This is an optimization exercise on Yosys and OpenROAD, whose aim is small area, not a production implementation.
Only simulation tests tie the RTL to the original design; equivalence was not proved.
Power figures rest on the tool's default switching activity, not on a simulated workload.

**flow/config.mk**
```make
export PLATFORM = sky130hd
export DESIGN_NAME = bossBattleTop
export DESIGN_NICKNAME = bossBattleTop
export VERILOG_FILES = /design/flow/design.v
export SDC_FILE = /design/flow/constraint.sdc
export NUM_CORES = 4
export LEC_CHECK = 0
export CAP_MARGIN = 20
export CORE_MARGIN = 2
export CORE_UTILIZATION = 40
export SLEW_MARGIN = 20
```
**flow/constraint.sdc**
```tcl
create_clock -name core_clock -period 10.0 [get_ports {clk}]
set_input_delay 2.0000 -clock core_clock [delete_from_list [all_inputs] [get_ports {clk}]]
set_output_delay 2.0000 -clock core_clock [all_outputs]
set_load 0.01 [all_outputs]
```
**flow/design.v**
```verilog
`timescale 1ns / 1ps
module vga640x480(
	input wire clk,
	input wire dclk_en,		 
	input wire rst,			 
	input wire display_player,
	input wire indicate1,
	input wire indicate2,
	input wire [4:0] bossHPk,	 
	input wire [2:0] bossState,	 
	input wire [5:1] bossAlive,	 
	input wire [8:0] bossProjY,	 
	input wire [5:0] playerJ,	 
	input wire [9:0] playerX,
	input wire [5:0] pq1, pq2, pq3,	 
	input wire [8:0] py1, py2, py3,	 
	input wire [1:0] gameState,
	output wire hsync,
	output wire vsync,
	output reg [2:0] red,
	output reg [2:0] green,
	output reg [1:0] blue
	);
parameter hpixels = 800;
parameter vlines = 521;
parameter hpulse = 96;
parameter vpulse = 2;
parameter vbp = 31;
parameter vfp = 511;
parameter bossHP_Y = 56;
parameter bossHP_H = 40;
parameter bossHP_X = 144 + 50;
parameter PX_PER_BLOCK = 15;
parameter EYE_PX_PER_BLOCK = 10;
parameter VICTORY_Y = 233;
parameter VICTORY_X = 179;
parameter GAMEOVER_X = 314;
parameter GAMEOVER_Y = 189;
parameter LEFT_EYE_X = 334;
parameter LEFT_EYE_Y = 151;
parameter RIGHT_EYE_X = 264+230;
parameter RIGHT_EYE_Y = 151;
parameter INDIC_W = 10;
parameter INDIC_H = 15;
parameter INDIC_Y = 231;
parameter INDIC1_1X = 254;
parameter INDIC1_2X = 664;
parameter INDIC2_1X = 144 + 30;
parameter INDIC2_2X = 464;
parameter INDIC2_3X = 783 - 30;
parameter bossX = 264;
parameter bossY = 121;
parameter bossW = 400;
parameter bossH = 110;
reg [9:0] hc;
reg [9:0] vc;
reg [5:0] gq;
reg [3:0] gr;
wire hend = hc == hpixels - 1;
always @(posedge clk)
begin
	if (rst == 1)
	begin
		hc <= 0;
		vc <= 0;
		gq <= 1;
		gr <= 9;
	end
	else if (dclk_en)
	begin
		if (!hend)
		begin
			hc <= hc + 1;
			if (gr == 14) begin
				gr <= 0;
				gq <= gq + 1;
			end
			else
				gr <= gr + 1;
		end
		else
		begin
			hc <= 0;
			gq <= 1;
			gr <= 9;
			if (vc < vlines - 1)
				vc <= vc + 1;
			else
				vc <= 0;
		end
	end
end
assign hsync = (hc < hpulse) ? 0:1;
assign vsync = (vc < vpulse) ? 0:1;
function GEc(input [10:0] x, input [10:0] c);
	integer i;
	reg r;
	begin
		r = 1'b1;
		for (i = 0; i < 11; i = i + 1)
			r = c[i] ? (x[i] & r) : (x[i] | r);
		GEc = r;
	end
endfunction
function LEc(input [10:0] x, input [10:0] c);
	integer i;
	reg r;
	begin
		r = 1'b1;
		for (i = 0; i < 11; i = i + 1)
			r = c[i] ? (~x[i] | r) : (~x[i] & r);
		LEc = r;
	end
endfunction
wire [10:0] dv = {1'b0, vc} - {2'b0, bossProjY};		 
wire [10:0] ds = {1'b0, hc} - {2'b0, bossProjY};		 
wire [10:0] dt = {1'b0, hc} + {2'b0, bossProjY};		 
reg bvy;
reg [5:1] bcol;
always @(*) begin
	bvy = LEc(dv, 25);
	bcol = 0;
	case (bossState)
		3'd2, 3'd4: bcol = {GEc(hc, 654) && LEc(hc, 674), GEc(hc, 554) && LEc(hc, 574), GEc(hc, 454) && LEc(hc, 474),
			GEc(hc, 354) && LEc(hc, 374), GEc(hc, 254) && LEc(hc, 274)};
		3'd3, 3'd5: bcol = {1'b0, GEc(hc, 604) && LEc(hc, 624), GEc(hc, 504) && LEc(hc, 524),
			GEc(hc, 404) && LEc(hc, 424), GEc(hc, 304) && LEc(hc, 324)};
		3'd6: begin
			bcol = {3'b0, GEc(hc, 614) && LEc(hc, 714), GEc(hc, 214) && LEc(hc, 314)};
			bvy = LEc(dv, 280);
		end
		3'd7: begin
			bcol = {2'b0, GEc(hc, 683) && LEc(hc, 783), GEc(hc, 414) && LEc(hc, 514), GEc(hc, 144) && LEc(hc, 244)};
			bvy = LEc(dv, 280);
		end
		3'd1: begin
			bcol = {1'b0, GEc(dt, 685) && LEc(dt, 705), GEc(ds, 223) && LEc(ds, 243), GEc(dt, 915) && LEc(dt, 935), GEc(ds, 13) && LEc(ds, 33)};
			bvy = LEc(dv, 20);
		end
		default: ;
	endcase
end
wire bossProjDraw = bvy && |(bcol & bossAlive);
wire [5:0] dq = gq - playerJ;
wire playerDraw = display_player && GEc(vc, 450) && LEc(vc, 480) &&
	((dq == 0 && gr >= 8) || dq == 1 || (dq == 2 && gr <= 8));
wire [9:0] dv1 = vc - py1;
wire [9:0] dv2 = vc - py2;
wire [9:0] dv3 = vc - py3;
wire pcol = gr <= 10;
wire pd1 = pcol && gq == pq1 && GEc(py1, 31) && LEc(dv1, 10);
wire pd2 = pcol && gq == pq2 && GEc(py2, 31) && LEc(dv2, 10);
wire pd3 = pcol && gq == pq3 && GEc(py3, 31) && LEc(dv3, 10);
wire [9:0] bossHP = {bossHPk, 4'b0} + {bossHPk, 2'b0};
always @(*)
begin
	red = 3'b000;
	green = 3'b000;
	blue = 2'b00;
	if (GEc(vc, vbp) && LEc(vc, (vfp) - 1))
	begin
		if (gameState == 2'b00) begin
			if (GEc(vc, LEFT_EYE_Y + (2*EYE_PX_PER_BLOCK)) && LEc(vc, LEFT_EYE_Y + (4*EYE_PX_PER_BLOCK)) &&
				GEc(hc, LEFT_EYE_X + (5*EYE_PX_PER_BLOCK)) && LEc(hc, LEFT_EYE_X + (7*EYE_PX_PER_BLOCK)))
			begin
				red = 3'b000;
				green = 3'b000;
				blue = 2'b00;
			end
			else if (GEc(vc, LEFT_EYE_Y + EYE_PX_PER_BLOCK) && LEc(vc, LEFT_EYE_Y + (2*EYE_PX_PER_BLOCK)) &&
				GEc(hc, LEFT_EYE_X + (5*EYE_PX_PER_BLOCK)) && LEc(hc, LEFT_EYE_X + (6*EYE_PX_PER_BLOCK)))
			begin
				red = 3'b000;
				green = 3'b000;
				blue = 2'b00;
			end
			else if (GEc(vc, LEFT_EYE_Y) && LEc(vc, LEFT_EYE_Y + EYE_PX_PER_BLOCK) &&
				GEc(hc, LEFT_EYE_X) && LEc(hc, LEFT_EYE_X + (3*EYE_PX_PER_BLOCK)))
			begin
				red = 3'b111;
				green = 3'b111;
				blue = 2'b11;
			end
			else if (GEc(vc, LEFT_EYE_Y + EYE_PX_PER_BLOCK) && LEc(vc, LEFT_EYE_Y + (2*EYE_PX_PER_BLOCK)) &&
				GEc(hc, LEFT_EYE_X + EYE_PX_PER_BLOCK) && LEc(hc, LEFT_EYE_X + (6*EYE_PX_PER_BLOCK)))
			begin
				red = 3'b111;
				green = 3'b111;
				blue = 2'b11;
			end
			else if (GEc(vc, LEFT_EYE_Y + (2*EYE_PX_PER_BLOCK)) && LEc(vc, LEFT_EYE_Y + (3*EYE_PX_PER_BLOCK)) &&
				GEc(hc, LEFT_EYE_X + EYE_PX_PER_BLOCK) && LEc(hc, LEFT_EYE_X + (9*EYE_PX_PER_BLOCK)))
			begin
				red = 3'b111;
				green = 3'b111;
				blue = 2'b11;
			end
			else if (GEc(vc, LEFT_EYE_Y + (3*EYE_PX_PER_BLOCK)) && LEc(vc, LEFT_EYE_Y + (4*EYE_PX_PER_BLOCK)) &&
				GEc(hc, LEFT_EYE_X + (2*EYE_PX_PER_BLOCK)) && LEc(hc, LEFT_EYE_X + (9*EYE_PX_PER_BLOCK)))
			begin
				red = 3'b111;
				green = 3'b111;
				blue = 2'b11;
			end
			else if (GEc(vc, LEFT_EYE_Y + (4*EYE_PX_PER_BLOCK)) && LEc(vc, LEFT_EYE_Y + (5*EYE_PX_PER_BLOCK)) &&
				GEc(hc, LEFT_EYE_X + (3*EYE_PX_PER_BLOCK)) && LEc(hc, LEFT_EYE_X + (9*EYE_PX_PER_BLOCK)))
			begin
				red = 3'b111;
				green = 3'b111;
				blue = 2'b11;
			end
			else if (GEc(vc, LEFT_EYE_Y + (5*EYE_PX_PER_BLOCK)) && LEc(vc, LEFT_EYE_Y + (6*EYE_PX_PER_BLOCK)) &&
				GEc(hc, LEFT_EYE_X + (4*EYE_PX_PER_BLOCK)) && LEc(hc, LEFT_EYE_X + (8*EYE_PX_PER_BLOCK)))
			begin
				red = 3'b111;
				green = 3'b111;
				blue = 2'b11;
			end
			else if (GEc(vc, LEFT_EYE_Y - (2*EYE_PX_PER_BLOCK)) && LEc(vc, LEFT_EYE_Y - EYE_PX_PER_BLOCK) &&
				GEc(hc, LEFT_EYE_X + (3*EYE_PX_PER_BLOCK)) && LEc(hc, LEFT_EYE_X + (6*EYE_PX_PER_BLOCK)))
			begin
				red = 3'b000;
				green = 3'b000;
				blue = 2'b00;
			end
			else if (GEc(vc, LEFT_EYE_Y - EYE_PX_PER_BLOCK) && LEc(vc, LEFT_EYE_Y) &&
				GEc(hc, LEFT_EYE_X + (5*EYE_PX_PER_BLOCK)) && LEc(hc, LEFT_EYE_X + (8*EYE_PX_PER_BLOCK)))
			begin
				red = 3'b000;
				green = 3'b000;
				blue = 2'b00;
			end
			else if (GEc(vc, LEFT_EYE_Y) && LEc(vc, LEFT_EYE_Y + EYE_PX_PER_BLOCK) &&
				GEc(hc, LEFT_EYE_X + (7*EYE_PX_PER_BLOCK)) && LEc(hc, LEFT_EYE_X + (10*EYE_PX_PER_BLOCK)))
			begin
				red = 3'b000;
				green = 3'b000;
				blue = 2'b00;
			end
			else if (GEc(vc, RIGHT_EYE_Y + (2*EYE_PX_PER_BLOCK)) && LEc(vc, RIGHT_EYE_Y + (4*EYE_PX_PER_BLOCK)) &&
				GEc(hc, RIGHT_EYE_X + (2*EYE_PX_PER_BLOCK)) && LEc(hc, RIGHT_EYE_X + (4*EYE_PX_PER_BLOCK)))
			begin
				red = 3'b000;
				green = 3'b000;
				blue = 2'b00;
			end
			else if (GEc(vc, RIGHT_EYE_Y + EYE_PX_PER_BLOCK) && LEc(vc, RIGHT_EYE_Y + (2*EYE_PX_PER_BLOCK)) &&
				GEc(hc, RIGHT_EYE_X + (3*EYE_PX_PER_BLOCK)) && LEc(hc, RIGHT_EYE_X + (4*EYE_PX_PER_BLOCK)))
			begin
				red = 3'b000;
				green = 3'b000;
				blue = 2'b00;
			end
			else if (GEc(vc, RIGHT_EYE_Y) && LEc(vc, RIGHT_EYE_Y + EYE_PX_PER_BLOCK) &&
				GEc(hc, RIGHT_EYE_X + (6*EYE_PX_PER_BLOCK)) && LEc(hc, RIGHT_EYE_X + (9*EYE_PX_PER_BLOCK)))
			begin
				red = 3'b111;
				green = 3'b111;
				blue = 2'b11;
			end
			else if (GEc(vc, RIGHT_EYE_Y + EYE_PX_PER_BLOCK) && LEc(vc, RIGHT_EYE_Y + (2*EYE_PX_PER_BLOCK)) &&
				GEc(hc, RIGHT_EYE_X + (3*EYE_PX_PER_BLOCK)) && LEc(hc, RIGHT_EYE_X + (8*EYE_PX_PER_BLOCK)))
			begin
				red = 3'b111;
				green = 3'b111;
				blue = 2'b11;
			end
			else if (GEc(vc, RIGHT_EYE_Y + (2*EYE_PX_PER_BLOCK)) && LEc(vc, RIGHT_EYE_Y + (3*EYE_PX_PER_BLOCK)) &&
				GEc(hc, RIGHT_EYE_X) && LEc(hc, RIGHT_EYE_X + (8*EYE_PX_PER_BLOCK)))
			begin
				red = 3'b111;
				green = 3'b111;
				blue = 2'b11;
			end
			else if (GEc(vc, RIGHT_EYE_Y + (3*EYE_PX_PER_BLOCK)) && LEc(vc, RIGHT_EYE_Y + (4*EYE_PX_PER_BLOCK)) &&
				GEc(hc, RIGHT_EYE_X) && LEc(hc, RIGHT_EYE_X + (7*EYE_PX_PER_BLOCK)))
			begin
				red = 3'b111;
				green = 3'b111;
				blue = 2'b11;
			end
			else if (GEc(vc, RIGHT_EYE_Y + (4*EYE_PX_PER_BLOCK)) && LEc(vc, RIGHT_EYE_Y + (5*EYE_PX_PER_BLOCK)) &&
				GEc(hc, RIGHT_EYE_X) && LEc(hc, RIGHT_EYE_X + (6*EYE_PX_PER_BLOCK)))
			begin
				red = 3'b111;
				green = 3'b111;
				blue = 2'b11;
			end
			else if (GEc(vc, RIGHT_EYE_Y + (5*EYE_PX_PER_BLOCK)) && LEc(vc, RIGHT_EYE_Y + (6*EYE_PX_PER_BLOCK)) &&
				GEc(hc, RIGHT_EYE_X + EYE_PX_PER_BLOCK) && LEc(hc, RIGHT_EYE_X + (5*EYE_PX_PER_BLOCK)))
			begin
				red = 3'b111;
				green = 3'b111;
				blue = 2'b11;
			end
			else if (GEc(vc, RIGHT_EYE_Y - (2*EYE_PX_PER_BLOCK)) && LEc(vc, RIGHT_EYE_Y - EYE_PX_PER_BLOCK) &&
				GEc(hc, RIGHT_EYE_X + (3*EYE_PX_PER_BLOCK)) && LEc(hc, RIGHT_EYE_X + (6*EYE_PX_PER_BLOCK)))
			begin
				red = 3'b000;
				green = 3'b000;
				blue = 2'b00;
			end
			else if (GEc(vc, RIGHT_EYE_Y - EYE_PX_PER_BLOCK) && LEc(vc, RIGHT_EYE_Y) &&
				GEc(hc, RIGHT_EYE_X + EYE_PX_PER_BLOCK) && LEc(hc, RIGHT_EYE_X + (4*EYE_PX_PER_BLOCK)))
			begin
				red = 3'b000;
				green = 3'b000;
				blue = 2'b00;
			end
			else if (GEc(vc, RIGHT_EYE_Y) && LEc(vc, RIGHT_EYE_Y + EYE_PX_PER_BLOCK) &&
				GEc(hc, RIGHT_EYE_X - EYE_PX_PER_BLOCK) && LEc(hc, RIGHT_EYE_X + (2*EYE_PX_PER_BLOCK)))
			begin
				red = 3'b000;
				green = 3'b000;
				blue = 2'b00;
			end
			else if (GEc(vc, bossY) && LEc(vc, bossY + bossH) &&
				GEc(hc, bossX) && LEc(hc, bossX + bossW))
			begin
				red = 3'b111;
				green = 3'b000;
				blue = 2'b00;
			end
			else if (GEc(vc, bossHP_Y) && LEc(vc, (bossHP_Y + bossHP_H)) &&
				GEc(hc, bossHP_X) && LEc(hc, (bossHP_X + bossHP)))
			begin
				if (GEc(bossHPk, (18) + 1)) begin
					red = 3'b000;
					green = 3'b111;
					blue = 2'b00;
				end
				else if (GEc(bossHPk, (9) + 1)) begin
					red = 3'b111;
					green = 3'b111;
					blue = 2'b00;
				end
				else begin
					red = 3'b111;
					green = 3'b000;
					blue = 2'b00;
				end
			end
			else if (indicate1 && GEc(vc, INDIC_Y) && LEc(vc, INDIC_Y + INDIC_H) &&
					((GEc(hc, INDIC1_1X) && LEc(hc, INDIC1_1X + INDIC_W)) ||
					(GEc(hc, INDIC1_2X) && LEc(hc, INDIC1_2X + INDIC_W))))
			begin
				red = 3'b111;
				green = 3'b111;
				blue = 2'b00;
			end
			else if (indicate2 && GEc(vc, INDIC_Y) && LEc(vc, INDIC_Y + INDIC_H) &&
					((GEc(hc, INDIC2_1X) && LEc(hc, INDIC2_1X + INDIC_W)) ||
					(GEc(hc, INDIC2_2X) && LEc(hc, INDIC2_2X + INDIC_W)) ||
					(GEc(hc, INDIC2_3X) && LEc(hc, INDIC2_3X + INDIC_W))))
			begin
				red = 3'b111;
				green = 3'b111;
				blue = 2'b00;
			end
			else if (bossProjDraw)
			begin
				red = 3'b111;
				green = 3'b000;
				blue = 2'b11;
			end
			else if (playerDraw)
			begin
				red = 3'b000;
				green = 3'b000;
				blue = 2'b11;
			end
			else if (pd1 || pd2 || pd3)
			begin
				red = 3'b000;
				green = 3'b111;
				blue = 2'b11;
			end
			else
			begin
				red = 0;
				green = 0;
				blue = 0;
			end
		end
		else if (gameState == 2'b01) begin
			if (GEc(vc, VICTORY_Y) && LEc(vc, VICTORY_Y + (3*PX_PER_BLOCK)) &&
				(GEc(gq, 14) || (gq == 13 && GEc(gr, 8))) && (LEc(gq, 13) || (gq == 14 && LEc(gr, 8))))
			begin
				red = 3'b000;
				green = 3'b111;
				blue = 2'b00;
			end
			else if (GEc(vc, VICTORY_Y) && LEc(vc, VICTORY_Y + (3*PX_PER_BLOCK)) &&
				(GEc(gq, 18) || (gq == 17 && GEc(gr, 8))) && (LEc(gq, 17) || (gq == 18 && LEc(gr, 8))))
			begin
				red = 3'b000;
				green = 3'b111;
				blue = 2'b00;
			end
			else if (GEc(vc, VICTORY_Y + (3*PX_PER_BLOCK)) && LEc(vc, VICTORY_Y + (4*PX_PER_BLOCK)) &&
				(((GEc(gq, 15) || (gq == 14 && GEc(gr, 8))) && (LEc(gq, 14) || (gq == 15 && LEc(gr, 8)))) ||
				((GEc(gq, 17) || (gq == 16 && GEc(gr, 8))) && (LEc(gq, 16) || (gq == 17 && LEc(gr, 8))))))
			begin
				red = 3'b000;
				green = 3'b111;
				blue = 2'b00;
			end
			else if (GEc(vc, VICTORY_Y + (4*PX_PER_BLOCK)) && LEc(vc, VICTORY_Y + (5*PX_PER_BLOCK)) &&
				(GEc(gq, 16) || (gq == 15 && GEc(gr, 8))) && (LEc(gq, 15) || (gq == 16 && LEc(gr, 8))))
			begin
				red = 3'b000;
				green = 3'b111;
				blue = 2'b00;
			end
			else if (GEc(vc, VICTORY_Y) && LEc(vc, VICTORY_Y + (5*PX_PER_BLOCK)) &&
				(GEc(gq, 20) || (gq == 19 && GEc(gr, 8))) && (LEc(gq, 19) || (gq == 20 && LEc(gr, 8))))
			begin
				red = 3'b000;
				green = 3'b111;
				blue = 2'b00;
			end
			else if (GEc(vc, VICTORY_Y) && LEc(vc, VICTORY_Y + PX_PER_BLOCK) &&
				(GEc(gq, 22) || (gq == 21 && GEc(gr, 8))) && (LEc(gq, 24) || (gq == 25 && LEc(gr, 8))))
			begin
				red = 3'b000;
				green = 3'b111;
				blue = 2'b00;
			end
			else if (GEc(vc, VICTORY_Y) && LEc(vc, VICTORY_Y + (5*PX_PER_BLOCK)) &&
				(GEc(gq, 22) || (gq == 21 && GEc(gr, 8))) && (LEc(gq, 21) || (gq == 22 && LEc(gr, 8))))
			begin
				red = 3'b000;
				green = 3'b111;
				blue = 2'b00;
			end
			else if (GEc(vc, VICTORY_Y + (4*PX_PER_BLOCK)) && LEc(vc, VICTORY_Y + (5*PX_PER_BLOCK)) &&
				(GEc(gq, 22) || (gq == 21 && GEc(gr, 8))) && (LEc(gq, 24) || (gq == 25 && LEc(gr, 8))))
			begin
				red = 3'b000;
				green = 3'b111;
				blue = 2'b00;
			end
			else if (GEc(vc, VICTORY_Y) && LEc(vc, VICTORY_Y + PX_PER_BLOCK) &&
				(GEc(gq, 27) || (gq == 26 && GEc(gr, 8))) && (LEc(gq, 30) || (gq == 31 && LEc(gr, 8))))
			begin
				red = 3'b000;
				green = 3'b111;
				blue = 2'b00;
			end
			else if (GEc(vc, VICTORY_Y) && LEc(vc, VICTORY_Y + (5*PX_PER_BLOCK)) &&
				(GEc(gq, 29) || (gq == 28 && GEc(gr, 8))) && (LEc(gq, 28) || (gq == 29 && LEc(gr, 8))))
			begin
				red = 3'b000;
				green = 3'b111;
				blue = 2'b00;
			end
			else if (GEc(vc, VICTORY_Y) && LEc(vc, VICTORY_Y + PX_PER_BLOCK) &&
				(GEc(gq, 34) || (gq == 33 && GEc(gr, 8))) && (LEc(gq, 34) || (gq == 35 && LEc(gr, 8))))
			begin
				red = 3'b000;
				green = 3'b111;
				blue = 2'b00;
			end
			else if (GEc(vc, VICTORY_Y + PX_PER_BLOCK) && LEc(vc, VICTORY_Y + (4*PX_PER_BLOCK)) &&
				(GEc(gq, 33) || (gq == 32 && GEc(gr, 8))) && (LEc(gq, 32) || (gq == 33 && LEc(gr, 8))))
			begin
				red = 3'b000;
				green = 3'b111;
				blue = 2'b00;
			end
			else if (GEc(vc, VICTORY_Y + PX_PER_BLOCK) && LEc(vc, VICTORY_Y + (4*PX_PER_BLOCK)) &&
				(GEc(gq, 36) || (gq == 35 && GEc(gr, 8))) && (LEc(gq, 35) || (gq == 36 && LEc(gr, 8))))
			begin
				red = 3'b000;
				green = 3'b111;
				blue = 2'b00;
			end
			else if (GEc(vc, VICTORY_Y + (4*PX_PER_BLOCK)) && LEc(vc, VICTORY_Y + (5*PX_PER_BLOCK)) &&
				(GEc(gq, 34) || (gq == 33 && GEc(gr, 8))) && (LEc(gq, 34) || (gq == 35 && LEc(gr, 8))))
			begin
				red = 3'b000;
				green = 3'b111;
				blue = 2'b00;
			end
			else if (GEc(vc, VICTORY_Y) && LEc(vc, VICTORY_Y + PX_PER_BLOCK) &&
				(GEc(gq, 38) || (gq == 37 && GEc(gr, 8))) && (LEc(gq, 39) || (gq == 40 && LEc(gr, 8))))
			begin
				red = 3'b000;
				green = 3'b111;
				blue = 2'b00;
			end
			else if (GEc(vc, VICTORY_Y) && LEc(vc, VICTORY_Y + (5*PX_PER_BLOCK)) &&
				(GEc(gq, 38) || (gq == 37 && GEc(gr, 8))) && (LEc(gq, 37) || (gq == 38 && LEc(gr, 8))))
			begin
				red = 3'b000;
				green = 3'b111;
				blue = 2'b00;
			end
			else if (GEc(vc, VICTORY_Y + (2*PX_PER_BLOCK)) && LEc(vc, VICTORY_Y + (3*PX_PER_BLOCK)) &&
				(GEc(gq, 38) || (gq == 37 && GEc(gr, 8))) && (LEc(gq, 40) || (gq == 41 && LEc(gr, 8))))
			begin
				red = 3'b000;
				green = 3'b111;
				blue = 2'b00;
			end
			else if (GEc(vc, VICTORY_Y + PX_PER_BLOCK) && LEc(vc, VICTORY_Y + (2*PX_PER_BLOCK)) &&
				(GEc(gq, 41) || (gq == 40 && GEc(gr, 8))) && (LEc(gq, 40) || (gq == 41 && LEc(gr, 8))))
			begin
				red = 3'b000;
				green = 3'b111;
				blue = 2'b00;
			end
			else if (GEc(vc, VICTORY_Y + (3*PX_PER_BLOCK)) && LEc(vc, VICTORY_Y + (4*PX_PER_BLOCK)) &&
				(GEc(gq, 40) || (gq == 39 && GEc(gr, 8))) && (LEc(gq, 39) || (gq == 40 && LEc(gr, 8))))
			begin
				red = 3'b000;
				green = 3'b111;
				blue = 2'b00;
			end
			else if (GEc(vc, VICTORY_Y + (4*PX_PER_BLOCK)) && LEc(vc, VICTORY_Y + (5*PX_PER_BLOCK)) &&
				(GEc(gq, 41) || (gq == 40 && GEc(gr, 8))) && (LEc(gq, 40) || (gq == 41 && LEc(gr, 8))))
			begin
				red = 3'b000;
				green = 3'b111;
				blue = 2'b00;
			end
			else if (GEc(vc, VICTORY_Y) && LEc(vc, VICTORY_Y + PX_PER_BLOCK) &&
				(((GEc(gq, 43) || (gq == 42 && GEc(gr, 8))) && (LEc(gq, 42) || (gq == 43 && LEc(gr, 8)))) ||
				((GEc(gq, 47) || (gq == 46 && GEc(gr, 8))) && (LEc(gq, 46) || (gq == 47 && LEc(gr, 8))))))
			begin
				red = 3'b000;
				green = 3'b111;
				blue = 2'b00;
			end
			else if (GEc(vc, VICTORY_Y + PX_PER_BLOCK) && LEc(vc, VICTORY_Y + (2*PX_PER_BLOCK)) &&
				(((GEc(gq, 44) || (gq == 43 && GEc(gr, 8))) && (LEc(gq, 43) || (gq == 44 && LEc(gr, 8)))) ||
				((GEc(gq, 46) || (gq == 45 && GEc(gr, 8))) && (LEc(gq, 45) || (gq == 46 && LEc(gr, 8))))))
			begin
				red = 3'b000;
				green = 3'b111;
				blue = 2'b00;
			end
			else if (GEc(vc, VICTORY_Y + (2*PX_PER_BLOCK)) && LEc(vc, VICTORY_Y + (5*PX_PER_BLOCK)) &&
				(GEc(gq, 45) || (gq == 44 && GEc(gr, 8))) && (LEc(gq, 44) || (gq == 45 && LEc(gr, 8))))
			begin
				red = 3'b000;
				green = 3'b111;
				blue = 2'b00;
			end
			else if (GEc(vc, VICTORY_Y) && LEc(vc, VICTORY_Y + (3*PX_PER_BLOCK)) &&
				(GEc(gq, 49) || (gq == 48 && GEc(gr, 8))) && (LEc(gq, 48) || (gq == 49 && LEc(gr, 8))))
			begin
				red = 3'b000;
				green = 3'b111;
				blue = 2'b00;
			end
            else if (GEc(vc, VICTORY_Y + (4*PX_PER_BLOCK)) && LEc(vc, VICTORY_Y + (5*PX_PER_BLOCK)) &&
                (GEc(gq, 49) || (gq == 48 && GEc(gr, 8))) && (LEc(gq, 48) || (gq == 49 && LEc(gr, 8))))
            begin
                red = 3'b000;
                green = 3'b111;
                blue = 2'b00;
            end
			else
			begin
				red = 0;
				green = 0;
				blue = 0;
			end
		end
		else if (gameState == 2'b10)
		begin
			if (GEc(vc, GAMEOVER_Y) && LEc(vc, GAMEOVER_Y + PX_PER_BLOCK) &&
				(GEc(gq, 24) || (gq == 23 && GEc(gr, 8))) && (LEc(gq, 25) || (gq == 26 && LEc(gr, 8))))
			begin
				red = 3'b111;
				green = 3'b111;
				blue = 2'b11;
			end
			else if (GEc(vc, GAMEOVER_Y + PX_PER_BLOCK) && LEc(vc, GAMEOVER_Y + (4*PX_PER_BLOCK)) &&
				(GEc(gq, 23) || (gq == 22 && GEc(gr, 8))) && (LEc(gq, 22) || (gq == 23 && LEc(gr, 8))))
			begin
				red = 3'b111;
				green = 3'b111;
				blue = 2'b11;
			end
			else if (GEc(vc, GAMEOVER_Y + (4*PX_PER_BLOCK)) && LEc(vc, GAMEOVER_Y + (5*PX_PER_BLOCK)) &&
				(GEc(gq, 24) || (gq == 23 && GEc(gr, 8))) && (LEc(gq, 25) || (gq == 26 && LEc(gr, 8))))
			begin
				red = 3'b111;
				green = 3'b111;
				blue = 2'b11;
			end
			else if (GEc(vc, GAMEOVER_Y + (2*PX_PER_BLOCK)) && LEc(vc, GAMEOVER_Y + (5*PX_PER_BLOCK)) &&
				(GEc(gq, 26) || (gq == 25 && GEc(gr, 8))) && (LEc(gq, 25) || (gq == 26 && LEc(gr, 8))))
			begin
				red = 3'b111;
				green = 3'b111;
				blue = 2'b11;
			end
			else if (GEc(vc, GAMEOVER_Y + (2*PX_PER_BLOCK)) && LEc(vc, GAMEOVER_Y + (3*PX_PER_BLOCK)) &&
				(GEc(gq, 25) || (gq == 24 && GEc(gr, 8))) && (LEc(gq, 24) || (gq == 25 && LEc(gr, 8))))
			begin
				red = 3'b111;
				green = 3'b111;
				blue = 2'b11;
			end
			else if (GEc(vc, GAMEOVER_Y) && LEc(vc, GAMEOVER_Y + PX_PER_BLOCK) &&
				(GEc(gq, 29) || (gq == 28 && GEc(gr, 8))) && (LEc(gq, 29) || (gq == 30 && LEc(gr, 8))))
			begin
				red = 3'b111;
				green = 3'b111;
				blue = 2'b11;
			end
			else if (GEc(vc, GAMEOVER_Y + PX_PER_BLOCK) && LEc(vc, GAMEOVER_Y + (5*PX_PER_BLOCK)) &&
				(GEc(gq, 28) || (gq == 27 && GEc(gr, 8))) && (LEc(gq, 27) || (gq == 28 && LEc(gr, 8))))
			begin
				red = 3'b111;
				green = 3'b111;
				blue = 2'b11;
			end
			else if (GEc(vc, GAMEOVER_Y + PX_PER_BLOCK) && LEc(vc, GAMEOVER_Y + (5*PX_PER_BLOCK)) &&
				(GEc(gq, 31) || (gq == 30 && GEc(gr, 8))) && (LEc(gq, 30) || (gq == 31 && LEc(gr, 8))))
			begin
				red = 3'b111;
				green = 3'b111;
				blue = 2'b11;
			end
			else if (GEc(vc, GAMEOVER_Y + (2*PX_PER_BLOCK)) && LEc(vc, GAMEOVER_Y + (3*PX_PER_BLOCK)) &&
				(GEc(gq, 29) || (gq == 28 && GEc(gr, 8))) && (LEc(gq, 29) || (gq == 30 && LEc(gr, 8))))
			begin
				red = 3'b111;
				green = 3'b111;
				blue = 2'b11;
			end
			else if (GEc(vc, GAMEOVER_Y) && LEc(vc, GAMEOVER_Y + (5*PX_PER_BLOCK)) &&
				(GEc(gq, 33) || (gq == 32 && GEc(gr, 8))) && (LEc(gq, 32) || (gq == 33 && LEc(gr, 8))))
			begin
				red = 3'b111;
				green = 3'b111;
				blue = 2'b11;
			end
			else if (GEc(vc, GAMEOVER_Y + PX_PER_BLOCK) && LEc(vc, GAMEOVER_Y + (2*PX_PER_BLOCK)) &&
				(GEc(gq, 34) || (gq == 33 && GEc(gr, 8))) && (LEc(gq, 33) || (gq == 34 && LEc(gr, 8))))
			begin
				red = 3'b111;
				green = 3'b111;
				blue = 2'b11;
			end
			else if (GEc(vc, GAMEOVER_Y + (2*PX_PER_BLOCK)) && LEc(vc, GAMEOVER_Y + (3*PX_PER_BLOCK)) &&
				(GEc(gq, 35) || (gq == 34 && GEc(gr, 8))) && (LEc(gq, 34) || (gq == 35 && LEc(gr, 8))))
			begin
				red = 3'b111;
				green = 3'b111;
				blue = 2'b11;
			end
			else if (GEc(vc, GAMEOVER_Y + PX_PER_BLOCK) && LEc(vc, GAMEOVER_Y + (2*PX_PER_BLOCK)) &&
				(GEc(gq, 36) || (gq == 35 && GEc(gr, 8))) && (LEc(gq, 35) || (gq == 36 && LEc(gr, 8))))
			begin
				red = 3'b111;
				green = 3'b111;
				blue = 2'b11;
			end
			else if (GEc(vc, GAMEOVER_Y) && LEc(vc, GAMEOVER_Y + (5*PX_PER_BLOCK)) &&
				(GEc(gq, 37) || (gq == 36 && GEc(gr, 8))) && (LEc(gq, 36) || (gq == 37 && LEc(gr, 8))))
			begin
				red = 3'b111;
				green = 3'b111;
				blue = 2'b11;
			end
			else if (GEc(vc, GAMEOVER_Y) && LEc(vc, GAMEOVER_Y + PX_PER_BLOCK) &&
				(GEc(gq, 40) || (gq == 39 && GEc(gr, 8))) && (LEc(gq, 41) || (gq == 42 && LEc(gr, 8))))
			begin
				red = 3'b111;
				green = 3'b111;
				blue = 2'b11;
			end
			else if (GEc(vc, GAMEOVER_Y + (2*PX_PER_BLOCK)) && LEc(vc, GAMEOVER_Y + (3*PX_PER_BLOCK)) &&
				(GEc(gq, 40) || (gq == 39 && GEc(gr, 8))) && (LEc(gq, 40) || (gq == 41 && LEc(gr, 8))))
			begin
				red = 3'b111;
				green = 3'b111;
				blue = 2'b11;
			end
			else if (GEc(vc, GAMEOVER_Y + (4*PX_PER_BLOCK)) && LEc(vc, GAMEOVER_Y + (5*PX_PER_BLOCK)) &&
				(GEc(gq, 40) || (gq == 39 && GEc(gr, 8))) && (LEc(gq, 41) || (gq == 42 && LEc(gr, 8))))
			begin
				red = 3'b111;
				green = 3'b111;
				blue = 2'b11;
			end
			else if (GEc(vc, GAMEOVER_Y) && LEc(vc, GAMEOVER_Y + (5*PX_PER_BLOCK)) &&
				(GEc(gq, 39) || (gq == 38 && GEc(gr, 8))) && (LEc(gq, 38) || (gq == 39 && LEc(gr, 8))))
			begin
				red = 3'b111;
				green = 3'b111;
				blue = 2'b11;
			end
			else if (GEc(vc, GAMEOVER_Y + (6*PX_PER_BLOCK)) && LEc(vc, GAMEOVER_Y + (7*PX_PER_BLOCK)) &&
				(GEc(gq, 24) || (gq == 23 && GEc(gr, 8))) && (LEc(gq, 24) || (gq == 25 && LEc(gr, 8))))
			begin
				red = 3'b111;
				green = 3'b111;
				blue = 2'b11;
			end
			else if (GEc(vc, GAMEOVER_Y + (7*PX_PER_BLOCK)) && LEc(vc, GAMEOVER_Y + (10*PX_PER_BLOCK)) &&
				(GEc(gq, 23) || (gq == 22 && GEc(gr, 8))) && (LEc(gq, 22) || (gq == 23 && LEc(gr, 8))))
			begin
				red = 3'b111;
				green = 3'b111;
				blue = 2'b11;
			end
			else if (GEc(vc, GAMEOVER_Y + (7*PX_PER_BLOCK)) && LEc(vc, GAMEOVER_Y + (10*PX_PER_BLOCK)) &&
				(GEc(gq, 26) || (gq == 25 && GEc(gr, 8))) && (LEc(gq, 25) || (gq == 26 && LEc(gr, 8))))
			begin
				red = 3'b111;
				green = 3'b111;
				blue = 2'b11;
			end
			else if (GEc(vc, GAMEOVER_Y + (10*PX_PER_BLOCK)) && LEc(vc, GAMEOVER_Y + (11*PX_PER_BLOCK)) &&
				(GEc(gq, 24) || (gq == 23 && GEc(gr, 8))) && (LEc(gq, 24) || (gq == 25 && LEc(gr, 8))))
			begin
				red = 3'b111;
				green = 3'b111;
				blue = 2'b11;
			end
			else if (GEc(vc, GAMEOVER_Y + (6*PX_PER_BLOCK)) && LEc(vc, GAMEOVER_Y + (9*PX_PER_BLOCK)) &&
				(GEc(gq, 28) || (gq == 27 && GEc(gr, 8))) && (LEc(gq, 27) || (gq == 28 && LEc(gr, 8))))
			begin
				red = 3'b111;
				green = 3'b111;
				blue = 2'b11;
			end
			else if (GEc(vc, GAMEOVER_Y + (6*PX_PER_BLOCK)) && LEc(vc, GAMEOVER_Y + (9*PX_PER_BLOCK)) &&
				(GEc(gq, 32) || (gq == 31 && GEc(gr, 8))) && (LEc(gq, 31) || (gq == 32 && LEc(gr, 8))))
			begin
				red = 3'b111;
				green = 3'b111;
				blue = 2'b11;
			end
			else if (GEc(vc, GAMEOVER_Y + (9*PX_PER_BLOCK)) && LEc(vc, GAMEOVER_Y + (10*PX_PER_BLOCK)) &&
				(GEc(gq, 29) || (gq == 28 && GEc(gr, 8))) && (LEc(gq, 28) || (gq == 29 && LEc(gr, 8))))
			begin
				red = 3'b111;
				green = 3'b111;
				blue = 2'b11;
			end
			else if (GEc(vc, GAMEOVER_Y + (10*PX_PER_BLOCK)) && LEc(vc, GAMEOVER_Y + (11*PX_PER_BLOCK)) &&
				(GEc(gq, 30) || (gq == 29 && GEc(gr, 8))) && (LEc(gq, 29) || (gq == 30 && LEc(gr, 8))))
			begin
				red = 3'b111;
				green = 3'b111;
				blue = 2'b11;
			end
			else if (GEc(vc, GAMEOVER_Y + (9*PX_PER_BLOCK)) && LEc(vc, GAMEOVER_Y + (10*PX_PER_BLOCK)) &&
				(GEc(gq, 31) || (gq == 30 && GEc(gr, 8))) && (LEc(gq, 30) || (gq == 31 && LEc(gr, 8))))
			begin
				red = 3'b111;
				green = 3'b111;
				blue = 2'b11;
			end
			else if (GEc(vc, GAMEOVER_Y + (6*PX_PER_BLOCK)) && LEc(vc, GAMEOVER_Y + (11*PX_PER_BLOCK)) &&
				(GEc(gq, 34) || (gq == 33 && GEc(gr, 8))) && (LEc(gq, 33) || (gq == 34 && LEc(gr, 8))))
			begin
				red = 3'b111;
				green = 3'b111;
				blue = 2'b11;
			end
			else if (GEc(vc, GAMEOVER_Y + (6*PX_PER_BLOCK)) && LEc(vc, GAMEOVER_Y + (7*PX_PER_BLOCK)) &&
				(GEc(gq, 35) || (gq == 34 && GEc(gr, 8))) && (LEc(gq, 36) || (gq == 37 && LEc(gr, 8))))
			begin
				red = 3'b111;
				green = 3'b111;
				blue = 2'b11;
			end
			else if (GEc(vc, GAMEOVER_Y + (8*PX_PER_BLOCK)) && LEc(vc, GAMEOVER_Y + (9*PX_PER_BLOCK)) &&
				(GEc(gq, 35) || (gq == 34 && GEc(gr, 8))) && (LEc(gq, 35) || (gq == 36 && LEc(gr, 8))))
			begin
				red = 3'b111;
				green = 3'b111;
				blue = 2'b11;
			end
			else if (GEc(vc, GAMEOVER_Y + (10*PX_PER_BLOCK)) && LEc(vc, GAMEOVER_Y + (11*PX_PER_BLOCK)) &&
				(GEc(gq, 35) || (gq == 34 && GEc(gr, 8))) && (LEc(gq, 36) || (gq == 37 && LEc(gr, 8))))
			begin
				red = 3'b111;
				green = 3'b111;
				blue = 2'b11;
			end
			else if (GEc(vc, GAMEOVER_Y + (6*PX_PER_BLOCK)) && LEc(vc, GAMEOVER_Y + (11*PX_PER_BLOCK)) &&
				(GEc(gq, 39) || (gq == 38 && GEc(gr, 8))) && (LEc(gq, 38) || (gq == 39 && LEc(gr, 8))))
			begin
				red = 3'b111;
				green = 3'b111;
				blue = 2'b11;
			end
			else if (GEc(vc, GAMEOVER_Y + (6*PX_PER_BLOCK)) && LEc(vc, GAMEOVER_Y + (7*PX_PER_BLOCK)) &&
				(GEc(gq, 40) || (gq == 39 && GEc(gr, 8))) && (LEc(gq, 40) || (gq == 41 && LEc(gr, 8))))
			begin
				red = 3'b111;
				green = 3'b111;
				blue = 2'b11;
			end
			else if (GEc(vc, GAMEOVER_Y + (8*PX_PER_BLOCK)) && LEc(vc, GAMEOVER_Y + (9*PX_PER_BLOCK)) &&
				(GEc(gq, 40) || (gq == 39 && GEc(gr, 8))) && (LEc(gq, 41) || (gq == 42 && LEc(gr, 8))))
			begin
				red = 3'b111;
				green = 3'b111;
				blue = 2'b11;
			end
			else if (GEc(vc, GAMEOVER_Y + (7*PX_PER_BLOCK)) && LEc(vc, GAMEOVER_Y + (8*PX_PER_BLOCK)) &&
				(GEc(gq, 42) || (gq == 41 && GEc(gr, 8))) && (LEc(gq, 41) || (gq == 42 && LEc(gr, 8))))
			begin
				red = 3'b111;
				green = 3'b111;
				blue = 2'b11;
			end
			else if (GEc(vc, GAMEOVER_Y + (9*PX_PER_BLOCK)) && LEc(vc, GAMEOVER_Y + (10*PX_PER_BLOCK)) &&
				(GEc(gq, 41) || (gq == 40 && GEc(gr, 8))) && (LEc(gq, 40) || (gq == 41 && LEc(gr, 8))))
			begin
				red = 3'b111;
				green = 3'b111;
				blue = 2'b11;
			end
			else if (GEc(vc, GAMEOVER_Y + (10*PX_PER_BLOCK)) && LEc(vc, GAMEOVER_Y + (11*PX_PER_BLOCK)) &&
				(GEc(gq, 42) || (gq == 41 && GEc(gr, 8))) && (LEc(gq, 41) || (gq == 42 && LEc(gr, 8))))
			begin
				red = 3'b111;
				green = 3'b111;
				blue = 2'b11;
			end
			else
			begin
				red = 0;
				green = 0;
				blue = 0;
			end
		end
	end
	else
	begin
		red = 0;
		green = 0;
		blue = 0;
	end
end
endmodule
`timescale 1ns / 1ps
module bossBattleTop(clk, btnRst, btnLeft, btnRight, btnShoot,
	seg, an, vgaRed, vgaGreen, vgaBlue, Hsync, Vsync
    );
	input clk, btnRst, btnLeft, btnRight, btnShoot;
	output reg [7:0] seg;
	output [3:0] an;
	output [2:0] vgaRed, vgaGreen;
	output [1:0] vgaBlue;
	output Hsync, Vsync;
	reg [1:0] arst_ff;
	wire rst = arst_ff[0];
	always @ (posedge clk or posedge btnRst)
		if (btnRst)
			arst_ff <= 2'b11;
		else
			arst_ff <= {1'b0, arst_ff[1]};
	reg first;
	always @(posedge clk)
		first <= rst;
	reg [1:0] c4;
	reg [6:0] a;
	reg [1:0] b4;
	reg [4:0] b30;
	reg [4:0] d;
	reg [5:0] e;
	wire c4end = c4 == 2'd3;
	wire aend = c4end && a == 7'd124;
	wire b30end = aend && b30 == 5'd29;
	always @(posedge clk) begin
		if (rst) begin
			c4 <= 0; a <= 0; b4 <= 0; b30 <= 0; d <= 0; e <= 0;
		end
		else begin
			c4 <= c4 + 1'b1;
			if (c4end) begin
				a <= (a == 7'd124) ? 7'd0 : a + 1'b1;
				e <= e + 1'b1;
			end
			if (aend) begin
				b4 <= b4 + 1'b1;
				b30 <= (b30 == 5'd29) ? 5'd0 : b30 + 1'b1;
			end
			if (b30end)
				d <= (d == 5'd19) ? 5'd0 : d + 1'b1;
		end
	end
	wire c0 = c4 == 2'd0;
	wire t500 = c0 && a == 7'd0;				 
	wire pulse_playerProj = t500 && !first;			 
	wire pulse_bossProj = c0 && (					 
		(b4 == 2'd0 && (a == 7'd0 || a == 7'd100)) ||
		(b4 == 2'd1 && a == 7'd75) ||
		(b4 == 2'd2 && a == 7'd50) ||
		(b4 == 2'd3 && a == 7'd25));
	wire pulse_immune = t500 && b30 == 5'd0;		 
	wire phi0 = pulse_immune && d == 5'd0;
	wire pulse_cycleStep = phi0 && !first;			 
	wire phi150000 = pulse_immune && d == 5'd10;		 
	wire phi250002 = c4 == 2'd2 && a == 7'd0 && b30 == 5'd20 && d == 5'd16;
	wire en_vga = c4 == 2'd1;				 
	wire en_display = aend && b4 == 2'd1;			 
	wire deb_en = c0 && e == 6'd0 && !first;		 
	wire deb_out = c4 == 2'd2 && e == 6'd0;			 
	reg [2:0] stepL, stepR, stepS;
	always @(posedge clk)
		if (rst) begin
			stepL <= 0; stepR <= 0; stepS <= 0;
		end
		else if (deb_en) begin
			stepL <= {btnLeft, stepL[2:1]};
			stepR <= {btnRight, stepR[2:1]};
			stepS <= {btnShoot, stepS[2:1]};
		end
	wire mvLeft = deb_out && !stepL[0] && stepL[1];
	wire mvRight = deb_out && !stepR[0] && stepR[1];
	wire shoot = deb_out && !stepS[0] && stepS[1];
	reg [5:0] pJ;
	reg [1:0] playerHP;
	reg immune;
	reg [17:0] itimer;	 
	reg playerHit;
	always @(posedge clk)
		if (rst) begin
			pJ <= 6'd31;
			playerHP <= 2'd3;
			immune <= 0;
		end
		else begin
			if (immune) begin
				itimer <= {itimer[16:0], itimer[17] ^ itimer[10]};
				if (itimer == 18'h08d32)
					immune <= 0;
			end
			else if (playerHit && playerHP != 0) begin
				playerHP <= playerHP - 1'b1;
				itimer <= 18'd1;
				immune <= 1;
			end
			if (mvLeft && pJ != 6'd11)
				pJ <= pJ - 1'b1;
			else if (mvRight && pJ != 6'd51)
				pJ <= pJ + 1'b1;
		end
	wire [9:0] playerX = {pJ, 4'b0} - pJ - 10'd16;
	reg display_player;
	always @(posedge clk)
		if (immune) begin
			if (pulse_immune)
				display_player <= ~display_player;
		end
		else
			display_player <= 1;
	reg [5:0] pq1, pq2, pq3;
	reg [8:0] py1, py2, py3;
	reg bossHit;
	reg [1:0] bossCollided;
	always @(posedge clk) begin
		if (rst) begin
			pq1 <= 0; pq2 <= 0; pq3 <= 0;
		end
		else if (shoot) begin
			if (pq1 == 0) begin
				pq1 <= pJ + 1'b1; py1 <= 9'd420;
			end
			else if (pq2 == 0) begin
				pq2 <= pJ + 1'b1; py2 <= 9'd420;
			end
			else if (pq3 == 0) begin
				pq3 <= pJ + 1'b1; py3 <= 9'd420;
			end
		end
		if (pulse_playerProj) begin
			pq1 <= (pq1 == 0 || py1 <= 9'd30) ? 6'd0 : pq1;
			pq2 <= (pq2 == 0 || py2 <= 9'd30) ? 6'd0 : pq2;
			pq3 <= (pq3 == 0 || py3 <= 9'd30) ? 6'd0 : pq3;
			py1 <= py1 - 1'b1;
			py2 <= py2 - 1'b1;
			py3 <= py3 - 1'b1;
		end
		if (bossHit) begin
			case (bossCollided)
				2'd1: pq1 <= 0;
				2'd2: pq2 <= 0;
				2'd3: pq3 <= 0;
				default: ;
			endcase
		end
	end
	wire bh1 = py1 < 9'd231 && pq1 >= 6'd19 && pq1 <= 6'd45;
	wire bh2 = py2 < 9'd231 && pq2 >= 6'd19 && pq2 <= 6'd45;
	wire bh3 = py3 < 9'd231 && pq3 >= 6'd19 && pq3 <= 6'd45;
	always @(posedge clk) begin
		bossHit <= bh1 || bh2 || bh3;
		bossCollided <= bh1 ? 2'd1 : bh2 ? 2'd2 : 2'd3;
	end
	reg [4:0] bossHPk;
	reg [2:0] bst;
	reg bwait;
	reg bossShoot;
	always @(posedge clk)
		if (rst) begin
			bossHPk <= 5'd27;
			bst <= 0;
			bwait <= 0;
			bossShoot <= 0;
		end
		else begin
			if (bossHit)
				bossHPk <= (bossHPk > 5'd1) ? bossHPk - 1'b1 : 5'd0;
			bossShoot <= (pulse_cycleStep && (bst == 3'd1 || bst == 3'd2 || bst == 3'd3 || bst == 3'd4 || bst == 3'd7)) ||
				(bwait && phi150000);
			if (bwait && phi150000)
				bwait <= 0;
			else if (pulse_cycleStep && (bst == 3'd5 || bst == 3'd6))
				bwait <= 1;
			if (pulse_cycleStep)
				bst <= (bst == 3'd7) ? 3'd1 : bst + 1'b1;
		end
	wire indicate1 = bwait && bst == 3'd6;
	wire indicate2 = bwait && bst == 3'd7;
	wire beamState = bst == 3'd6 || bst == 3'd7;
	reg [5:1] bossAlive;
	reg [8:0] bossProjY;
	reg projHit;
	reg [2:0] projCollided;
	always @(posedge clk)
		if (rst || (beamState && phi250002))
			bossAlive <= 0;
		else if (bossShoot) begin
			bossProjY <= 9'd231;
			case (bst)
				3'd2, 3'd4: bossAlive <= 5'b11111;
				3'd6: bossAlive <= 5'b00011;
				3'd7: bossAlive <= 5'b00111;
				default: bossAlive <= 5'b01111;
			endcase
		end
		else if (pulse_bossProj && !beamState) begin
			bossProjY <= bossProjY + 1'b1;
			if (bossProjY == 9'd511)
				bossAlive <= 0;
		end
		else if (projHit && !beamState) begin
			case (projCollided)
				3'd1: bossAlive[1] <= 0;
				3'd2: bossAlive[2] <= 0;
				3'd3: bossAlive[3] <= 0;
				3'd4: bossAlive[4] <= 0;
				3'd5: bossAlive[5] <= 0;
				default: ;
			endcase
		end
	wire [10:0] cm = {1'b0, playerX} - {2'b0, bossProjY};	 
	wire [10:0] cp = {1'b0, playerX} + {2'b0, bossProjY};	 
	reg [5:1] ccol;
	reg yhit;
	always @(*) begin
		ccol = 0;
		yhit = bossProjY >= 9'd426 && bossProjY <= 9'd486;
		case (bst)
			3'd2, 3'd4: ccol = {pJ >= 43 && pJ <= 45, pJ >= 37 && pJ <= 39, pJ >= 30 && pJ <= 32,
				pJ >= 23 && pJ <= 25, pJ >= 17 && pJ <= 19};
			3'd3, 3'd5: ccol = {1'b0, pJ >= 40 && pJ <= 42, pJ >= 33 && pJ <= 35,
				pJ >= 27 && pJ <= 29, pJ >= 20 && pJ <= 22};
			3'd6: begin
				ccol = {3'b0, pJ >= 41 && pJ <= 48, pJ >= 14 && pJ <= 21};
				yhit = bossProjY >= 9'd171 && bossProjY <= 9'd231;
			end
			3'd7: begin
				ccol = {2'b0, pJ >= 45 && pJ <= 51, pJ >= 27 && pJ <= 35, pJ >= 11 && pJ <= 17};
				yhit = bossProjY >= 9'd171 && bossProjY <= 9'd231;
			end
			3'd1: begin
				ccol = {1'b0, cp >= 656 && cp <= 704, cm >= 194 && cm <= 242,
					cp >= 886 && cp <= 934, cm <= 32 || cm >= 11'h7f0};
				yhit = bossProjY >= 9'd431 && bossProjY <= 9'd491;
			end
			default: ;
		endcase
	end
	wire [5:1] ph = (yhit ? ccol : 5'b0) & bossAlive;
	always @(posedge clk) begin
		playerHit <= |ph;
		projHit <= |ph;
		projCollided <= ph[1] ? 3'd1 : ph[2] ? 3'd2 : ph[3] ? 3'd3 : ph[4] ? 3'd4 : 3'd5;
	end
	reg [1:0] gameState;
	always @(posedge clk)
		if (rst)
			gameState <= 2'b00;
		else if (bossHPk == 0)
			gameState <= 2'b01;
		else if (playerHP == 0)
			gameState <= 2'b10;
		else
			gameState <= 2'b00;
	reg [1:0] digit;
	always @(posedge clk)
		if (rst)
			digit <= 0;
		else if (en_display)
			digit <= digit + 1'b1;
	assign an = ~(4'b1000 >> digit);
	always @(*)
		if (digit != 2'd3)
			seg = 8'b11111111;
		else
			case (playerHP)
				2'd0: seg = 8'b11000000;
				2'd1: seg = 8'b11111001;
				2'd2: seg = 8'b10100100;
				default: seg = 8'b10110000;
			endcase
	vga640x480 vgaController(
		.clk(clk), .dclk_en(en_vga), .rst(rst), .display_player(display_player),
		.indicate1(indicate1), .indicate2(indicate2), .bossHPk(bossHPk),
		.bossState(bst), .bossAlive(bossAlive), .bossProjY(bossProjY),
		.playerJ(pJ), .playerX(playerX), .pq1(pq1), .pq2(pq2), .pq3(pq3),
		.py1(py1), .py2(py2), .py3(py3), .gameState(gameState),
		.hsync(Hsync), .vsync(Vsync), .red(vgaRed), .green(vgaGreen), .blue(vgaBlue));
endmodule
```
**flow/run.sh**
```bash
#!/bin/bash
# synth_recipe.tcl (not shown) runs the flow's synth.tcl, then flattens the netlist and writes it again
# the make line also repeats each setting of config.mk as NAME=value (left out here)
make -C /OpenROAD-flow-scripts/flow DESIGN_CONFIG=/design/flow/config.mk WORK_HOME=/design/flow/orfs CLKGATE_MAP_FILE= SYNTH_SCRIPT=/design/flow/synth_recipe.tcl finish
```
==> summary.txt <==
Status
  • Status: timing/DRC/antenna clean

Global routing
  • Vias in the first global route: 16,383
  • Global route overflow: 0
  • Initial antenna violation count: 0
  • First-pass GRT wire length: 90,500 um
  • Largest net degree at the start of global routing: 52
  • GRT Total Usage: 0.241

Finish
  • Multi-input logic area: 0.0126 mm2
  • Fillers: 4,513
  • Synth-to-layout area growth: 6.75%
  • Final Cell Area: 0.0191 mm2
  • # nets final: 2,447
  • Sequential Area: 0.00410 mm2
  • N_diodes: 0
  • Finished Layout Cells: 2,872
  • Ratio of cells with drive above 1 in the final layout: 0.0509

Floorplan
  • Row count: 77
  • Die height: 215 um
  • Num ports: 27
  • Core ar.: 0.0441 mm2
  • Die area: 0.0464 mm2
  • Die width: 215 um
  • Initial Util: 0.405

Clock tree
  • Clock buffer depth: 2
  • Clock Sinks: 177
  • Clock latency on the worst-skew pair: 0.47 ns
  • CTS tree: built
  • Htree depth: 4
  • CTS buffer count: 17
  • Post-cts resize count: 0
  • CTS clk-pin slew, worst paths: 0.08 ns
  • Clock root buffer: clkbuf_16
  • Total setup buffers inserted after CTS: 0
  • Hold Buf Count CTS: 0

Pwr
  • Pwr/cell area: 96.2 mW/mm2
  • Lkg Pwr: 7.43 nW
  • Total power: 0.00184 W
  • Sw Share: 0.326
  • Worst VDD drop: 120 uV
  • Seq pwr share: 0.434
  • Clock power share: 0.394
  • Pint: 0.00124 W
  • Switching pwr: 0.000598 W
  • Logic pwr share: 0.173

Drt
  • DRC viols: 0
  • Drt first-iter violations: 1,729
  • Metal-1 WL: 25,900 um
  • WL met2: 25,000 um
  • Top routing layer used: met4
  • Vias/cell: 6.08
  • Pre-Repair DR Iteration Count: 8
  • Via count: 17,456
  • Routed len/inst: 19.7 um
  • Met3 WL: 3920 um
  • Post-route ant nets: 0
  • Detailed Route WL: 56,400 um

Timing
  • Final Hold Viols: 0
  • Slew margin rel.: 0.282
  • Final setup violation count: 0
  • RSZ-0062 raised after global routing: false
  • Worst-margin pin slew: 1.07 ns
  • Clock skew: 0.0171 ns
  • Count of pins over their slew limit: 0
  • Crit share post-route: 0.711
  • Peak Freq: 0.141 GHz
  • Setup TNS: 0 ns
  • Tmin final: 7.11 ns

Logic synthesis
  • Area of the mapped netlist: 0.0179 mm2
  • Yosys reg bits: 177
  • Synth top cells by count: 235 x nor2_1, 186 x nand2_1, 165 x ha_1, 135 x inv_1, 132 x a21oi_1
  • Avg Synthesized Cell Area: 7.72 um2
  • Top-area cell type share of the netlist area: 0.135
  • Sequential fraction of the synthesis area: 0.229
  • Yosys warning count: 2
  • Yosys top cell by area: dfxtp_1
  • Synth Flop Type: dfxtp_1
  • Most frequent cell after synthesis: nor2_1
  • EDFF count, synth: 54
  • Top cells by area, synth: dfxtp_1 14%, ha_1 12%, edfxtp_1 9.1%
  • Synth Instances: 2,316
  • Syn Nets: 2,496
  • Ys async rst share: 0.0113
  • Synth unique cells: 104

Place
  • Gpl congestion: 1.01
  • Post-detail-place hpwl: 42,000 um
  • Inst Count DP: 2,840
  • I/O Buffers: 25
  • Placed inst area: 0.0185 mm2

Worst setup path
  • CP startpoint kind: register
  • CP max FO: 11
  • Worst path cell trace: inv_1, ha_1, nand2b_4, nor2b_1, o41ai_1, o2111ai_1, and4_1, o2111a_1, o21ai_1, a311o_1, nand4_1, a211oi_1, clkdlybuf4s50_1
  • Worst Setup Path Type: register to output pin
  • Endpoint class of the critical path: output pin
  • Slowest cell on the critical path: clkdlybuf4s50_1
  • CP peak stage delay: 0.68 ns
  • WP data required: 8.00 ns
  • Crit path DAT: 5.11 ns

Job
  • Max_cap viols: 0

Min path
  • Worst hold path type: register to register
-- layout by cell type, fill, tap and decap left out, types with 12 or more instances in the layout --
master and n:
nor2_1 235, inv_1 135, edfxtp_1 54, and2_1 31, nand4_1 45, a211o_1 12
a31oi_1 30, xor2_1 50, o21bai_1 12, nor3b_1 13, or2_2 16, dfxtp_1 121
nor4_1 35, a21oi_1 132, xnor2_1 89, ha_1 165, o21a_1 23, o211ai_1 18
o22ai_1 12, buf_4 29, clkbuf_16 18, mux2i_1 29, nand3_1 81, nor2b_1 50
and3_1 23, nand2b_1 45, a21o_1 29, nand3b_1 15, or3_1 18, o31ai_1 17
a22oi_1 20, clkdlybuf4s50_1 25, o21ai_0 126, a211oi_1 26, nor3_1 74, nand2_1 186
-- path summary, 6_finish.rpt --
| kind | to | slack, ns | depth (start not counted) | from |
|---|---|---|---|---|
| max | vgaGreen[1] | 2.89 | 13 | bossProjY[2]$_SDFFCE_PP1P_ |
| min | arst_ff[0]$_DFF_PP1_ | 0.36 | 0 | arst_ff[1]$_DFF_PP1_ |
| max reg2reg | projCollided[0]$_SDFF_PP1_ | 4.96 | 18 | pJ[1]$_SDFFE_PP1P_ |
| min reg2reg | arst_ff[0]$_DFF_PP1_ | 0.36 | 0 | arst_ff[1]$_DFF_PP1_ |
| max in group asynchronous | arst_ff[0]$_DFF_PP1_ | 8.13 | 2 | btnRst |
| min in group asynchronous | arst_ff[1]$_DFF_PP1_ | 1.85 | 2 | btnRst |
-- power by group through the flow --
stage	Sequential, W	Clock [W]	Combinational, W
5_1_grt	0.000800	0.000762	0.000350
3_3_place_gp	0.000811	0	0.000307
4_1_cts	0.000795	0.000736	0.000313
6_report	0.000796	0.000723	0.000317
3_5_place_dp	0.000812	0	0.000310
2_1_floorplan	0.000794	0	0.000246
-- registers in the layout, indices dropped and copies added (netlist names), 4 cells and up --
signal and cells:
bossProjY 9, pq3 6, d 5, pq2 6, bossAlive 5, vgaController.vc 10
py1 9, pJ 6, bossHPk 5, vgaController.gq 6, py3 9, itimer 18
e 6, pq1 6, b30 5, a 7, py2 9, vgaController.hc 10
vgaController.gr 4
-- routing by layer --
metal | up-vias | global-route usage
met5 | - | 0
met4 | 0 | 0.0867
met3 | 124 | 0.0299
met2 | 754 | 0.381
met1 | 8256 | 0.336
li1 | 8322 | -
-- metrics by stage --
stage | utilization | setup WS, ns | hold WS, ns
CTS | 0.433 | 2.86 | 0.361
floorplan | - | 4.30 | 0.345
finish | 0.433 | 2.89 | 0.360
global route | 0.433 | 2.55 | 0.367
detailed placement | 0.419 | 3.39 | 0.349
global placement | 0.419 | 3.46 | 0.347
-- layout make-up --
| class | instances | area share |
|---|---|---|
| clock buffers | 18 | 0.0236 |
| clock inverters | 14 | 0.00879 |
| inverters | 140 | 0.0275 |
| multi-input cells | 1877 | 0.662 |
| flip-flops and latches | 177 | 0.215 |
| well taps | 592 | 0.0388 |
| repair buffers | 54 | 0.0245 |
-- cells by family (layout without fill, tap and decap cells) --
logic type,Yosys count,after routing,synth area share
AND/OR/NAND/NOR,920,920,0.262
AO/OA/AOI/OAI,606,606,0.229
buffers and inverters,262,226,0.0643
flip-flops,177,177,0.229
adder cells (fa/ha/maj),176,176,0.127
XOR/XNOR,140,140,0.0690
multiplexers,33,33,0.0188
other,2,2,0.000420
-- worst max-delay path: cells and delay by family, from the launching register on --
family	cells	cell delay, ns
compound gates	6	1.98
flops	1	0.60
buf+inv	2	0.91
simple gates	4	0.69
fa+ha+maj	1	0.46

port drivers added, routing unchanged:
The flow's constraints put no driver on any port. The routed layout listed below was extracted and timed again, unchanged, in two steps.
Step 1 (the two cells are an assumption about what drives the block):
set clk [get_ports {clk}]
set_driving_cell -lib_cell sky130_fd_sc_hd__clkbuf_16 $clk
set_driving_cell -lib_cell sky130_fd_sc_hd__buf_2 [delete_from_list [all_inputs] $clk]
Step 2, shift: input delay + t, output delay - t, t = (earliest + latest rising clock arrival at the registers) / 2. This alone moves slack from input paths to output paths.
a / b / c = ideal / step 1 / step 2; a / b = the first two.
t, ns: 0.515
slack for setup (ns): 2.885 / 2.831 / 3.346
clock arrival spread, ns: 0.017 / 0.018
worst data-port slew with drivers (ns): 0.03
After both steps setup and hold are still met in this run. For this run, drivers alone change the setup slack by -0.054 ns; drivers and shift together by +0.461 ns.
